Source: an optimization exercise on an open RTL-to-GDS flow (aim: small area and a short achievable clock period). Production flows keep margins and buffers that such runs may drop.
Where RTL was checked, it was by simulation tests only, not by an equivalence proof against the original.
No driver is modelled on the clock port, so clock power and skew are understated where the tree is cut down; a real chip needs a root buffer or a tree.

// moving_avg_filt
module moving_avg_filt(
  input clk,
  input signed [7:0] signal_in,
  output signed [7:0] signal_out
  );
==> module moving_avg_filt, before the edit <==
module moving_avg_filt(
  input clk,
  input signed [7:0] signal_in,
  output signed [7:0] signal_out
  );
  parameter N = 64;  
  reg signed [7:0] q [0:N];
  reg signed [13:0] sum;
  reg signed [13:0] acc;
  reg [5:0] phase;
  integer i;
  wire load = &phase;
  wire signed [13:0] base = load ? acc : (sum - q[N]);
  always @(posedge clk) begin
    q[0] <= signal_in;
    for (i = 0; i < N; i = i + 1)
      q[i + 1] <= q[i];
    phase <= phase + 6'd1;
    sum <= base + q[0];
    acc <= load ? 14'sd0 : acc + q[0];
  end
  assign signal_out = sum[13:6];
endmodule
make LEC_CHECK=0 CAP_MARGIN=20 CORE_MARGIN=2 CORE_UTILIZATION=40 SLEW_MARGIN=20 finish   # period 8.0 ns
run.sh (not shown) runs the stock make flow with config.mk's settings and CLKGATE_MAP_FILE= SYNTH_SCRIPT=/design/flow/synth_recipe.tcl, a recipe that flattens the netlist after the stock synthesis.
Change:
==> flow/design.v (replaced) <==
module moving_avg_filt(
  input clk,
  input signed [7:0] signal_in,
  output reg signed [7:0] signal_out
  );
  parameter N = 64;  
  reg signed [7:0] input_signal_queue [0:N-1];
  reg signed [13:0] signal_in_sum;
  integer iter;
  always @ (posedge clk) begin
    input_signal_queue[0] <= signal_in;
    for (iter = 0; iter < N - 1; iter = iter + 1)
    begin
      input_signal_queue[iter + 1] <= input_signal_queue[iter];
    end  
  end
  always @(*) begin
    signal_in_sum = 0;
    for (iter = 0; iter < N; iter = iter + 1) begin
      signal_in_sum = signal_in_sum + input_signal_queue[iter];
    end
  end
  always@(posedge clk) begin
    signal_out <= signal_in_sum >>> 6;
  end  
endmodule
After rerunning: Clock-buffer cell count increases by 2. Area after synthesis rose by well over a third. Setup slack got worse by 3.7 ns. Cell count came out higher by well over a third.
Function not checked in the second run of this note: the RTL went through the layout flow alone.


moving_avg_filt, a different RTL version from the one above (not shown whole).
Size: roughly 790 cells after synthesis, ~17 I/O pins, roughly 13000 sq um of cells after synthesis.
==> module moving_avg_filt, before the edit <==
module moving_avg_filt(
  input clk,
  input signed [7:0] signal_in,
  output signed [7:0] signal_out
  );
  parameter N = 64;  
  reg signed [7:0] q [0:N-1];
  reg signed [8:0] d;
  reg signed [13:0] sum;
  reg [13:0] acc;
  reg [5:0] phase;
  reg load;
  reg keep;
  wire signed [13:0] acc_sum = {~acc[13], acc[12:0]};
  wire [7:0] acc_lo = keep ? acc[7:0] : 8'd0;
  wire [8:0] alo = {1'b0, acc_lo} + {1'b0, ~q[0][7], q[0][6:0]};
  wire [5:0] ahi_up = acc[13:8] + 6'd1;
  wire [5:0] ahi = keep ? (alo[8] ? ahi_up : acc[13:8]) : 6'd0;
  integer i;
  always @(posedge clk) begin
    q[0] <= signal_in;
    for (i = 0; i < N - 1; i = i + 1)
      q[i + 1] <= q[i];
    d <= signal_in - q[N-1];
    phase <= phase + 6'd1;
    load <= (phase == 6'd62);
    keep <= (phase != 6'd62);
    sum <= (load ? acc_sum : sum) + d;
    acc <= {ahi, alo[7:0]};
  end
  assign signal_out = sum[13:6];
endmodule
Settings: LEC_CHECK=0, ABC_CLOCK_PERIOD_IN_PS=2000, CAP_MARGIN=20, CORE_MARGIN=2, CORE_UTILIZATION=60, HOLD_SLACK_MARGIN=0, PLACE_DENSITY=0.75, SLEW_MARGIN=20; clock period 8.0 ns.
standard.sh (not shown) runs the stock make flow with config.mk's settings and CLKGATE_MAP_FILE= SYNTH_SCRIPT=/design/flow/synth_recipe.tcl, a recipe that flattens the netlist after the stock synthesis.
==> flow/flow/run.sh <==
#!/bin/bash
set -euo pipefail
bash standard.sh \
  BUFFER_PORTS_ARGS="-buffer_cell sky130_fd_sc_hd__buf_2" \
  CTS_ARGS="-sink_clustering_enable -repair_clock_nets -dont_use_dummy_load -sink_clustering_size 34 -sink_clustering_max_diameter 70 -buf_list {sky130_fd_sc_hd__clkbuf_16}" \
  SETUP_SLACK_MARGIN=5.4 \
  finish > flow.log 2>&1
Then changed:
--- a/flow/design.v
+++ b/flow/design.v
@@ -9,13 +9,12 @@
   reg signed [13:0] sum;
   reg [13:0] acc;
   reg [5:0] phase;
-  reg load;
-  reg keep;
+  reg load;    
   wire signed [13:0] acc_sum = {~acc[13], acc[12:0]};
-  wire [7:0] acc_lo = keep ? acc[7:0] : 8'd0;
+  wire [7:0] acc_lo = load ? 8'd0 : acc[7:0];
   wire [8:0] alo = {1'b0, acc_lo} + {1'b0, ~q[0][7], q[0][6:0]};
   wire [5:0] ahi_up = acc[13:8] + 6'd1;
-  wire [5:0] ahi = keep ? (alo[8] ? ahi_up : acc[13:8]) : 6'd0;
+  wire [5:0] ahi = load ? 6'd0 : (alo[8] ? ahi_up : acc[13:8]);
   integer i;
   always @(posedge clk) begin
     q[0] <= signal_in;
@@ -24,7 +23,6 @@
     d <= signal_in - q[N-1];
     phase <= phase + 6'd1;
     load <= (phase == 6'd62);
-    keep <= (phase != 6'd62);
     sum <= (load ? acc_sum : sum) + d;
     acc <= {ahi, alo[7:0]};
   end
The new run completed without violations.
Routed wire length rises by a few percent.
Final area rises slightly.
Sequential share of layout area falls by 0.76 points.
Non-clock buffer count rises by 1.
Area after synthesis rises slightly.
First-iteration DRC count falls by roughly a tenth.
Setup slack got worse by 0.014 ns.
Only the layout flow was run in the second run of this note; the RTL was not checked for function there.


Another version of the RTL of moving_avg_filt (not shown whole).
Size in the first run: roughly 570 flip-flops, roughly 17 I/O pins.
==> flow/design.v (excerpt) <==
module moving_avg_filt(
  input clk,
  input signed [7:0] signal_in,
  output reg signed [7:0] signal_out
  );
==> module moving_avg_filt, before the edit <==
module moving_avg_filt(
  input clk,
  input signed [7:0] signal_in,
  output reg signed [7:0] signal_out
  );
  parameter N = 64;  
  reg signed [7:0] q [0:N-1];
  reg [13:0] ss;
  reg [13:0] sc;
  reg [13:0] acc;
  reg [5:0] phase;
  reg load_a;
  reg pre_b;
  reg load_b;
  reg keep;
  reg clear;
  integer i;
  wire [7:0] xu = {~signal_in[7], signal_in[6:0]};       
  wire [7:0] q0u = {~q[0][7], q[0][6:0]};                
  wire [7:0] yn = {q[N-1][7], ~q[N-1][6:0]};             
  wire [13:0] a = load_a ? acc : ss;
  wire [13:0] b = load_b ? {6'd0, q0u} : sc;
  wire [13:0] r1c = load_b ? 14'h2000 : {6'h3f, yn};
  wire [13:0] s1 = a ^ b ^ r1c;
  wire [14:0] c1 = {(a & b) | (a & r1c) | (b & r1c), keep};    
  wire [13:0] r2c = {6'd0, xu};
  wire [13:0] s2 = s1 ^ c1[13:0] ^ r2c;
  wire [14:0] c2 = {(s1 & c1[13:0]) | (s1 & r2c) | (c1[13:0] & r2c), 1'b0};
  wire [13:0] sum = ss + sc;
  always @(posedge clk) begin
    q[0] <= signal_in;
    for (i = 0; i < N - 1; i = i + 1)
      q[i + 1] <= q[i];
    phase <= phase + 6'd1;
    load_a <= (phase == 6'd62);
    pre_b <= (phase == 6'd61);
    load_b <= pre_b;
    keep <= (phase != 6'd62);
    clear <= (phase == 6'd0);
    ss <= s2;
    sc <= c2[13:0];
    acc <= (clear ? 14'd0 : acc) + {6'd0, q0u};
    signal_out <= sum[13:6];
  end
endmodule
Settings: LEC_CHECK=0, ABC_CLOCK_PERIOD_IN_PS=2000, CAP_MARGIN=20, CORE_MARGIN=2, CORE_UTILIZATION=60, HOLD_SLACK_MARGIN=0, PLACE_DENSITY=0.75, SLEW_MARGIN=20; clock period 8.0 ns.
==> flow/flow/run.sh <==
#!/bin/bash
# Standard ORFS layout (standard synthesis unchanged) with port buffers of a
# plain buffer cell, no CTS dummy loads, a tighter setup repair target, and
# the clock tree reshaped after CTS (flow/clocktree.tcl).
set -euo pipefail
bash standard.sh \
  BUFFER_PORTS_ARGS="-buffer_cell sky130_fd_sc_hd__buf_2" \
  CTS_ARGS="-sink_clustering_enable -repair_clock_nets -dont_use_dummy_load -sink_clustering_size 34 -sink_clustering_max_diameter 70 -buf_list {sky130_fd_sc_hd__clkbuf_16}" \
  POST_CTS_TCL="$PWD/flow/clocktree.tcl" \
  SETUP_SLACK_MARGIN=5.4 \
  finish > flow.log 2>&1
Other scripts of this flow, unchanged in this note and not shown: flow/flow/clocktree.tcl
Next try:
==> flow/design.v (replaced) <==
module moving_avg_filt(
  input clk,
  input signed [7:0] signal_in,
  output signed [7:0] signal_out
  );
  parameter N = 64;  
  reg signed [7:0] q [0:N-1];
  reg signed [8:0] d;
  reg signed [13:0] sum;
  reg [13:0] acc;
  reg [5:0] phase;
  reg load;
  reg keep;
  wire signed [13:0] acc_sum = {~acc[13], acc[12:0]};
  wire [7:0] acc_lo = keep ? acc[7:0] : 8'd0;
  wire [8:0] alo = {1'b0, acc_lo} + {1'b0, ~q[0][7], q[0][6:0]};
  wire [5:0] ahi_up = acc[13:8] + 6'd1;
  wire [5:0] ahi = keep ? (alo[8] ? ahi_up : acc[13:8]) : 6'd0;
  integer i;
  always @(posedge clk) begin
    q[0] <= signal_in;
    for (i = 0; i < N - 1; i = i + 1)
      q[i + 1] <= q[i];
    d <= signal_in - q[N-1];
    phase <= phase + 6'd1;
    load <= (phase == 6'd62);
    keep <= (phase != 6'd62);
    sum <= (load ? acc_sum : sum) + d;
    acc <= {ahi, alo[7:0]};
  end
  assign signal_out = sum[13:6];
endmodule
Outcome: Routed wire length fell by 4.5%; worst hold slack improves by 38 ps; flip-flop and latch count fell by 15; first-iteration DRC count rose by 15%; setup slack degrades by 200 ps; final cell count fell by 6.4%; global-route usage rose by 0.38 points; synthesized cell count fell by 7.3%.
For the first run of this note, only the layout was checked, not whether the RTL still works.


moving_avg_filt, a different RTL version from the one above (not shown whole).
Size in the first run: ~800 cells after synthesis, about 17 I/O pins, about 13000 um^2 of cells after synthesis.
==> module moving_avg_filt, before the edit <==
module moving_avg_filt(
  input clk,
  input signed [7:0] signal_in,
  output signed [7:0] signal_out
  );
  parameter N = 64;  
  reg signed [7:0] q [0:N];
  reg signed [13:0] sum;
  reg [13:0] acc;
  reg [5:0] phase;
  reg load;    
  integer i;
  wire signed [13:0] acc_sum = {~acc[13], acc[12:0]};
  wire [13:0] base = load ? acc_sum : sum;
  wire [13:0] x = {{6{q[0][7]}}, q[0]};
  wire [13:0] y = ~{{6{q[N][7]}}, q[N]};
  wire [13:0] s3 = base ^ x ^ y;
  wire [13:0] c3 = (base & x) | (base & y) | (x & y);
  always @(posedge clk) begin
    q[0] <= signal_in;
    for (i = 0; i < N; i = i + 1)
      q[i + 1] <= q[i];
    phase <= phase + 6'd1;
    load <= (phase == 6'd62);
    sum <= s3 + {c3[12:0], 1'b1};
    acc <= (load ? 14'd0 : acc) + {~q[0][7], q[0][6:0]};
  end
  assign signal_out = sum[13:6];
endmodule
export LEC_CHECK = 0
export ABC_CLOCK_PERIOD_IN_PS = 2000
export CAP_MARGIN = 20
export CORE_MARGIN = 2
export CORE_UTILIZATION = 60
export HOLD_SLACK_MARGIN = 0
export PLACE_DENSITY = 0.75
export SLEW_MARGIN = 20
create_clock -name core_clock -period 8.0 [get_ports {clk}]
==> flow/flow/run.sh <==
#!/bin/bash
set -euo pipefail
bash standard.sh \
  BUFFER_PORTS_ARGS="-buffer_cell sky130_fd_sc_hd__buf_2" \
  CTS_ARGS="-sink_clustering_enable -repair_clock_nets -dont_use_dummy_load -sink_clustering_size 34 -sink_clustering_max_diameter 70 -buf_list {sky130_fd_sc_hd__clkbuf_16}" \
  SETUP_SLACK_MARGIN=5.4 \
  finish > flow.log 2>&1
The starting point finished with timing, DRC and antenna clean.
==> next run, changes <==
==> flow/design.v (replaced) <==
module moving_avg_filt(
  input clk,
  input signed [7:0] signal_in,
  output signed [7:0] signal_out
  );
  parameter N = 64;  
  reg signed [7:0] q [0:N-1];
  reg signed [8:0] d;
  reg signed [13:0] sum;
  reg [13:0] acc;
  reg [5:0] phase;
  reg load;    
  wire signed [13:0] acc_sum = {~acc[13], acc[12:0]};
  integer i;
  always @(posedge clk) begin
    q[0] <= signal_in;
    for (i = 0; i < N - 1; i = i + 1)
      q[i + 1] <= q[i];
    d <= signal_in - q[N-1];
    phase <= phase + 6'd1;
    load <= (phase == 6'd62);
    sum <= (load ? acc_sum : sum) + d;
    acc <= (load ? 14'd0 : acc) + {~q[0][7], q[0][6:0]};
  end
  assign signal_out = sum[13:6];
endmodule
After rerunning:
- setup slack improved by 0.059 ns
- via count went up by a few percent
- final area stays flat
- non-clock buffer count went down by 14
- wire length went down slightly
- global-route usage went down by 1.0 points
- count of clock-buffer cells in the layout stays the same
No functional check of the RTL was part of the first run of this note.

re-timing with driven ports:
The results above use ideal ports. As a check the final layouts listed here were re-extracted and re-timed, cells and wires unchanged.
Step 1 assumes that a clkbuf_16 drives the clock port and a buf_2 every other input.
Step 2 adds t to the input delays and takes it off the output delays; t is the mean of the earliest and latest rising clock arrival at the registers after step 1. Input paths then give back, and output paths get back, about the clock's delay inside the block.
Three values: no drivers, after step 1, after step 2; two values: the first two.
| run | t (ns) | slack for setup (ns) | worst hold slack (ns) | worst slew at a driven data input, ns |
|---|---|---|---|---|
| the first run of note 1 | 0.591 | 4.310 / 4.310 / 4.310 | 0.312 / 0.312 / 0.312 | 0.03 |
| the second run of note 1 | 0.651 | 0.570 / 0.570 / 0.570 | 0.329 / 0.329 / 0.329 | 0.04 |
| the first run of note 2 | 0.556 | 5.445 / 5.399 / 4.946 | 0.283 / 0.283 / 0.283 | 0.06 |
| the second run of note 2 | 0.560 | 5.431 / 5.386 / 4.887 | 0.284 / 0.284 / 0.284 | 0.07 |
| the first run of note 3 | 0.400 | 5.603 / 5.504 / 5.640 | 0.259 / 0.259 / 0.259 | 0.05 |
| the second run of note 3 | 0.422 | 5.401 / 5.446 / 5.024 | 0.297 / 0.297 / 0.297 | 0.06 |
| the first run of note 4 | 0.553 | 5.380 / 5.340 / 5.381 | 0.297 / 0.297 / 0.297 | 0.03 |
| the second run of note 4 | 0.556 | 5.440 / 5.395 / 4.947 | 0.275 / 0.275 / 0.275 | 0.08 |
After both steps every run listed still meets setup and hold. The setup slack of the second run of note 2, which loses most, moves by -0.045 ns with the drivers and by -0.544 ns with both steps.
